This design comes from an exercise in tuning for small area on the open sky130 flow, not from production work.
Only simulation tests tie the RTL to the original design; equivalence was not proved.
No driver is modelled on the clock port, so clocking that relies on it looks cheaper here than on a real chip.
No activity file was given, so power comes from the tool's default toggle rates.

==> indigo: inputs <==
Design top_ps2, start of the top module:
module top_ps2(input wire clk, input wire rst, input wire ps2_clk, input wire ps2_data,
           output wire ascii_new, output wire [6:0] ascii_code);
    reg break_code, control_l, control_r, e0_code_n, kb_dc_cnt_0, kb_dc_cnt_1, kb_dc_cnt_2__n, kb_dc_cnt_3, kb_dc_cnt_4__n, kb_dc_cnt_5, kb_dc_cnt_6__n, kb_dc_cnt_7__n, kb_dc_cnt_8, kb_dc_flipflops_0, kb_dc_flipflops_1, kb_dc_result, kb_dc_sync_ff_n, kb_dd_cnt_0, kb_dd_cnt_1, kb_dd_cnt_2__n, kb_dd_cnt_3, kb_dd_cnt_4__n, kb_dd_cnt_5__n, kb_dd_cnt_6, kb_dd_cnt_7__n, kb_dd_cnt_8, kb_dd_flipflops_0, kb_dd_flipflops_1, kb_dd_result_n, kb_dd_sync_ff_n, kb_idle_0, kb_idle_1, kb_idle_10__n, kb_idle_11__n, kb_idle_2, kb_idle_3, kb_idle_4, kb_idle_5, kb_idle_6, kb_idle_7, kb_idle_8, kb_idle_9, kb_parity, kb_ps2_word_0__n, kb_ps2_word_1, kb_ps2_word_10, kb_ps2_word_2, kb_ps2_word_3, kb_ps2_word_4, kb_ps2_word_5, kb_ps2_word_6, kb_ps2_word_7__n, kb_ps2_word_8, kb_ps2_word_9__n, kb_tail, shift_l, shift_r;
  ...
clock: 20.0 ns
lec_check: 0
abc_area: 1
cap_margin: 20
core_margin: 2
core_utilization: 40
gpl_timing_driven: 0
place_density: 0.6
slew_margin: 20
standard.sh (not shown) runs the stock make flow with config.mk's settings and CLKGATE_MAP_FILE= SYNTH_SCRIPT=/design/flow/synth_recipe.tcl, a recipe that flattens the netlist after the stock synthesis.
==> flow/flow/run.sh <==
#!/bin/bash
# Own layout flow: the standard synthesis, then the combinational logic between the
# (unchanged) registers is mapped again with an area-oriented ABC script, then the standard flow's
# standard layout steps from that netlist on. Each tool's output goes to its own log here.
set -euo pipefail
W=$(pwd)
F=$W/flow
R=$W/orfs/results/$FLOW_PLATFORM/top_ps2/base
LIB=$FLOW_HOME/platforms/$FLOW_PLATFORM/lib/sky130_fd_sc_hd__tt_025C_1v80.lib
YOSYS=$FLOW_HOME/../tools/install/yosys/bin/yosys
[ -x "$YOSYS" ] || YOSYS=yosys

bash standard.sh "$R/1_2_yosys.v" > synth_standard.log 2>&1
cp "$R/1_2_yosys.v" netlist_standard.v

# 2. map the logic between the registers again (registers kept as black boxes)
DONT_USE=$(sed -n '/DONT_USE_CELLS += /,/^#/p' "$FLOW_HOME/platforms/$FLOW_PLATFORM/config.mk" \
  | grep -o 'sky130_fd_sc_hd__[a-z0-9_]*' | sed 's/^/-dont_use /' | tr '\n' ' ')
cat > remap.ys <<EOY
read_liberty -ignore_miss_func $LIB
read_verilog netlist_standard.v
hierarchy -top $FLOW_TOP
blackbox sky130_fd_sc_hd__dfxtp_1
flatten
opt -purge
abc -liberty $LIB $DONT_USE -script $F/remap.abc
opt_clean -purge
splitnets
opt_clean -purge
hilomap -singleton -hicell sky130_fd_sc_hd__conb_1 HI -locell sky130_fd_sc_hd__conb_1 LO
insbuf -buf sky130_fd_sc_hd__buf_4 A X
stat -liberty $LIB
write_verilog -noattr -nohex -nodec netlist_remapped.v
EOY
"$YOSYS" -l remap.log -q -s remap.ys
cp netlist_remapped.v "$R/1_2_yosys.v"
touch "$R/1_2_yosys.v"

# 3. the standard layout steps on the remapped netlist
source "$F/layout_env.sh"
bash standard.sh finish > layout.log 2>&1
==> flow/flow/layout_env.sh <==
# Settings for the layout steps after synthesis.
# Clock: before CTS, flow/pre_cts.tcl splits the register clock pins into three
# groups by position, each behind one clkbuf_8 that the clock port drives, and
# tells TritonCTS to leave those nets alone.
export PRE_CTS_TCL=$PWD/flow/pre_cts.tcl
export OWN_CLKBUF=sky130_fd_sc_hd__clkbuf_8
export OWN_CLK_GROUPS=3
# (CTS options, used only if TritonCTS has a net to build: small buffers, no dummy loads.)
export CTS_ARGS="-sink_clustering_enable -repair_clock_nets -dont_use_dummy_load -buf_list {sky130_fd_sc_hd__clkbuf_4 sky130_fd_sc_hd__clkbuf_2}"
# Port buffers: the smallest buffer (the ports are lightly loaded).
export BUFFER_PORTS_ARGS="-buffer_cell sky130_fd_sc_hd__buf_1"
==> flow/flow/pre_cts.tcl <==
set block [ord::get_db_block]
set db [ord::get_db]
set master [$db findMaster $::env(OWN_CLKBUF)]
set ngroups $::env(OWN_CLK_GROUPS)
set clknet [$block findNet clk]
set pins {}
foreach iterm [$clknet getITerms] {
  if {[[$iterm getMTerm] getName] == "CLK"} {
    set bb [[$iterm getInst] getBBox]
    lappend pins [list $iterm [expr {([$bb xMin] + [$bb xMax]) / 2}] [expr {([$bb yMin] + [$bb yMax]) / 2}]]
  }
}
proc split_groups {pins n axis} {
  if {$n <= 1} { return [list $pins] }
  set sorted [lsort -integer -index $axis $pins]
  set h [expr {$n / 2}]
  set cut [expr {[llength $sorted] * $h / $n}]
  set other [expr {$axis == 1 ? 2 : 1}]
  return [concat [split_groups [lrange $sorted 0 [expr {$cut - 1}]] $h $other] \
                 [split_groups [lrange $sorted $cut end] [expr {$n - $h}] $other]]
}
set skip {clk}
set g 0
foreach grp [split_groups $pins $ngroups 1] {
  set net [odb::dbNet_create $block "clk_leaf$g"]
  $net setSigType CLOCK
  set xs 0; set ys 0
  foreach p $grp {
    set it [lindex $p 0]
    $it disconnect
    $it connect $net
    incr xs [lindex $p 1]; incr ys [lindex $p 2]
  }
  set n [llength $grp]
  set buf [odb::dbInst_create $block $master "clkleaf_buf$g"]
  [$buf findITerm A] connect $clknet
  [$buf findITerm X] connect $net
  $buf setLocation [expr {$xs / $n}] [expr {$ys / $n}]
  $buf setPlacementStatus PLACED
  puts "pre_cts: clk_leaf$g drives $n clock pins"
  lappend skip "clk_leaf$g"
  incr g
}
global_connect
set_cts_config -skip_nets $skip
Other scripts of this flow, unchanged in this note and not shown: flow/flow/remap.abc
==> inputs of ember, as changes to indigo <==
==> flow/flow/layout_env.sh (replaced) <==
export CTS_ARGS="-sink_clustering_enable -repair_clock_nets -dont_use_dummy_load -buf_list {sky130_fd_sc_hd__clkbuf_4 sky130_fd_sc_hd__clkbuf_2} -sink_clustering_levels 1 -sink_clustering_size 30"
# Port buffers: the smallest buffer (the ports are lightly loaded).
export BUFFER_PORTS_ARGS="-buffer_cell sky130_fd_sc_hd__buf_1"
removed: flow/flow/pre_cts.tcl
==> comparison <==
ember passed the timing, DRC and antenna checks. indigo passed the timing, DRC and antenna checks. Area after synthesis is the same in indigo and ember. Power: ember is larger than indigo (about 7%). Register-to-register slack: ember is higher than indigo (0.38 ns). In indigo the sequential share of layout area is higher than in ember, by 0.51 points. Of indigo and ember, ember has the higher utilization (gap 0.53 points). Synthesized cell count is the same in indigo and ember.
==> figures <==
Outcome: indigo finished clean; ember finished clean
Time the final worst path needs with I/O delays and setup: indigo 9.78 ns; ember 9.81 ns
Portion of total power attributed to combinational logic: indigo 0.098; ember 0.091
Total routing resource utilization after global routing: indigo 0.176; ember 0.193
Net count of the finished layout: indigo 327; ember 334
Routed wire length on met2: indigo 2550 um; ember 2570 um
Reg power frac: indigo 0.684; ember 0.639
Clk slew on worst S/H paths: indigo 0.11 ns; ember 0.08 ns
Met2 Track Usage GR: indigo 0.273; ember 0.276
CP Data Arrival Time: indigo 5.78 ns; ember 5.81 ns
DRC marker count from the first detailed-route iteration: indigo 166; ember 176
Post-Route Utilization: indigo 0.444; ember 0.449
Maximum number of pins on one net before global-route repair: indigo 20; ember 15

* * *

==> run P: inputs <==
top_ps2, a different RTL version from the one above (not shown whole).
export LEC_CHECK = 0
export ABC_AREA = 1
export CAP_MARGIN = 20
export CORE_MARGIN = 2
export CORE_UTILIZATION = 40
export PLACE_DENSITY = 0.6
export SLEW_MARGIN = 20
create_clock -name core_clock -period 20.0 [get_ports {clk}]
==> flow/flow/layout_env.sh <==
# extra settings for the layout steps (none)
==> flow/flow/remap.abc <==
strash
dch -f
amap
topo
stime -c
Scripts as last shown in full above: flow/flow/run.sh
==> run A: changes against run P <==
==> flow/run.sh (new file) <==
#!/bin/bash
# synth_recipe.tcl (not shown) runs the flow's synth.tcl, then flattens the netlist and writes it again
# the make line also repeats each setting of config.mk as NAME=value (left out here)
make -C /OpenROAD-flow-scripts/flow DESIGN_CONFIG=/design/flow/config.mk WORK_HOME=/design/flow/orfs CLKGATE_MAP_FILE= SYNTH_SCRIPT=/design/flow/synth_recipe.tcl finish
--- a/flow/config.mk
+++ b/flow/config.mk
@@ -9,5 +9,8 @@
 export CAP_MARGIN = 20
 export CORE_MARGIN = 2
 export CORE_UTILIZATION = 40
+export CTS_BUF_LIST = sky130_fd_sc_hd__clkbuf_4 sky130_fd_sc_hd__clkbuf_2
+export CTS_CLUSTER_DIAMETER = 100
+export CTS_CLUSTER_SIZE = 30
 export PLACE_DENSITY = 0.6
 export SLEW_MARGIN = 20
removed: flow/flow/run.sh
removed: flow/flow/layout_env.sh
removed: flow/flow/remap.abc
removed: flow/standard.sh
==> run Y: changes against run P <==
==> flow/run.sh (new file) <==
#!/bin/bash
# synth_recipe.tcl (not shown) runs the flow's synth.tcl, then flattens the netlist and writes it again
# the make line also repeats each setting of config.mk as NAME=value (left out here)
make -C /OpenROAD-flow-scripts/flow DESIGN_CONFIG=/design/flow/config.mk WORK_HOME=/design/flow/orfs CLKGATE_MAP_FILE= SYNTH_SCRIPT=/design/flow/synth_recipe.tcl finish
--- a/flow/config.mk
+++ b/flow/config.mk
@@ -9,5 +9,8 @@
 export CAP_MARGIN = 20
 export CORE_MARGIN = 2
 export CORE_UTILIZATION = 40
+export CTS_BUF_LIST = sky130_fd_sc_hd__clkbuf_16
+export CTS_CLUSTER_DIAMETER = 500
+export CTS_CLUSTER_SIZE = 60
 export PLACE_DENSITY = 0.6
 export SLEW_MARGIN = 20
removed: flow/flow/run.sh
removed: flow/flow/layout_env.sh
removed: flow/flow/remap.abc
removed: flow/standard.sh
==> notes.md <==
item	run P	run A	run Y
Met3 Use GR	0.0587	0.0382	0.0301
Fill cell total of the finished layout	661	787	763
Via total after detailed routing	2612	2913	2936
Max incr delay on CP	0.80 ns	0.84 ns	0.83 ns
Part of the total power dissipated in sequential elements	0.473	0.561	0.444
Net switching component of the power	0.0000704 W	0.0000733 W	0.0000806 W
Part of the Yosys area used for sequential elements	-	0.378	0.378
Sequential cell power	0.000134 W	0.000139 W	0.000139 W
Cell accounting for the most synthesized area	-	sky130_fd_sc_hd__dfxtp_1	sky130_fd_sc_hd__dfxtp_1
Peak Freq	115 MHz	134 MHz	136 MHz
Total power divided by cell area	90.6 mW/mm²	72.2 mW/mm²	87.4 mW/mm²
Status	complete, no violations	complete, no violations	complete, no violations
Sum of routed wire length over all layers	7.05 mm	7.28 mm	7.34 mm
Post-route setup slack	11.30 ns	12.55 ns	12.63 ns
Placed standard-cell area	0.00290 mm²	0.00329 mm²	0.00329 mm²
Final worst path period need	8.70 ns	7.45 ns	7.37 ns
Cell-internal power	0.000212 W	0.000174 W	0.000232 W
Combinational power share	0.102	0.128	0.101
Power dissipated in the clock network	0.000120 W	0.0000770 W	0.000142 W

static timing again, ports no longer ideal:
No port has a modelled driver above. Below, the same layouts with a new extraction and two added sets of constraints. Step 1 (the two cells are an assumption about what drives the block):
set clk [get_ports {clk}]
set_driving_cell -lib_cell sky130_fd_sc_hd__clkbuf_16 $clk
set_driving_cell -lib_cell sky130_fd_sc_hd__buf_2 [delete_from_list [all_inputs] $clk]
Step 2, shift: input delay + t, output delay - t, t = (earliest + latest rising clock arrival at the registers) / 2. This alone moves slack from input paths to output paths. a / b / c = no drivers / after step 1 / after step 2; a / b = the first two.
run | t (ns) | slack for setup (ns) | hold slack, ns
indigo | 0.210 | 10.221 / 10.174 / 10.384 | 0.360 / 0.360 / 0.360
ember | 0.398 | 10.189 / 10.161 / 10.559 | 0.355 / 0.355 / 0.355
run P | 0.359 | 11.302 / 11.274 / 11.633 | 0.416 / 0.416 / 0.416
run A | 0.429 | 12.555 / 12.529 / 12.959 | 0.412 / 0.412 / 0.412
run Y | 0.352 | 12.631 / 12.597 / 12.949 | 0.407 / 0.407 / 0.407
After both steps setup and hold are still met in every run listed.
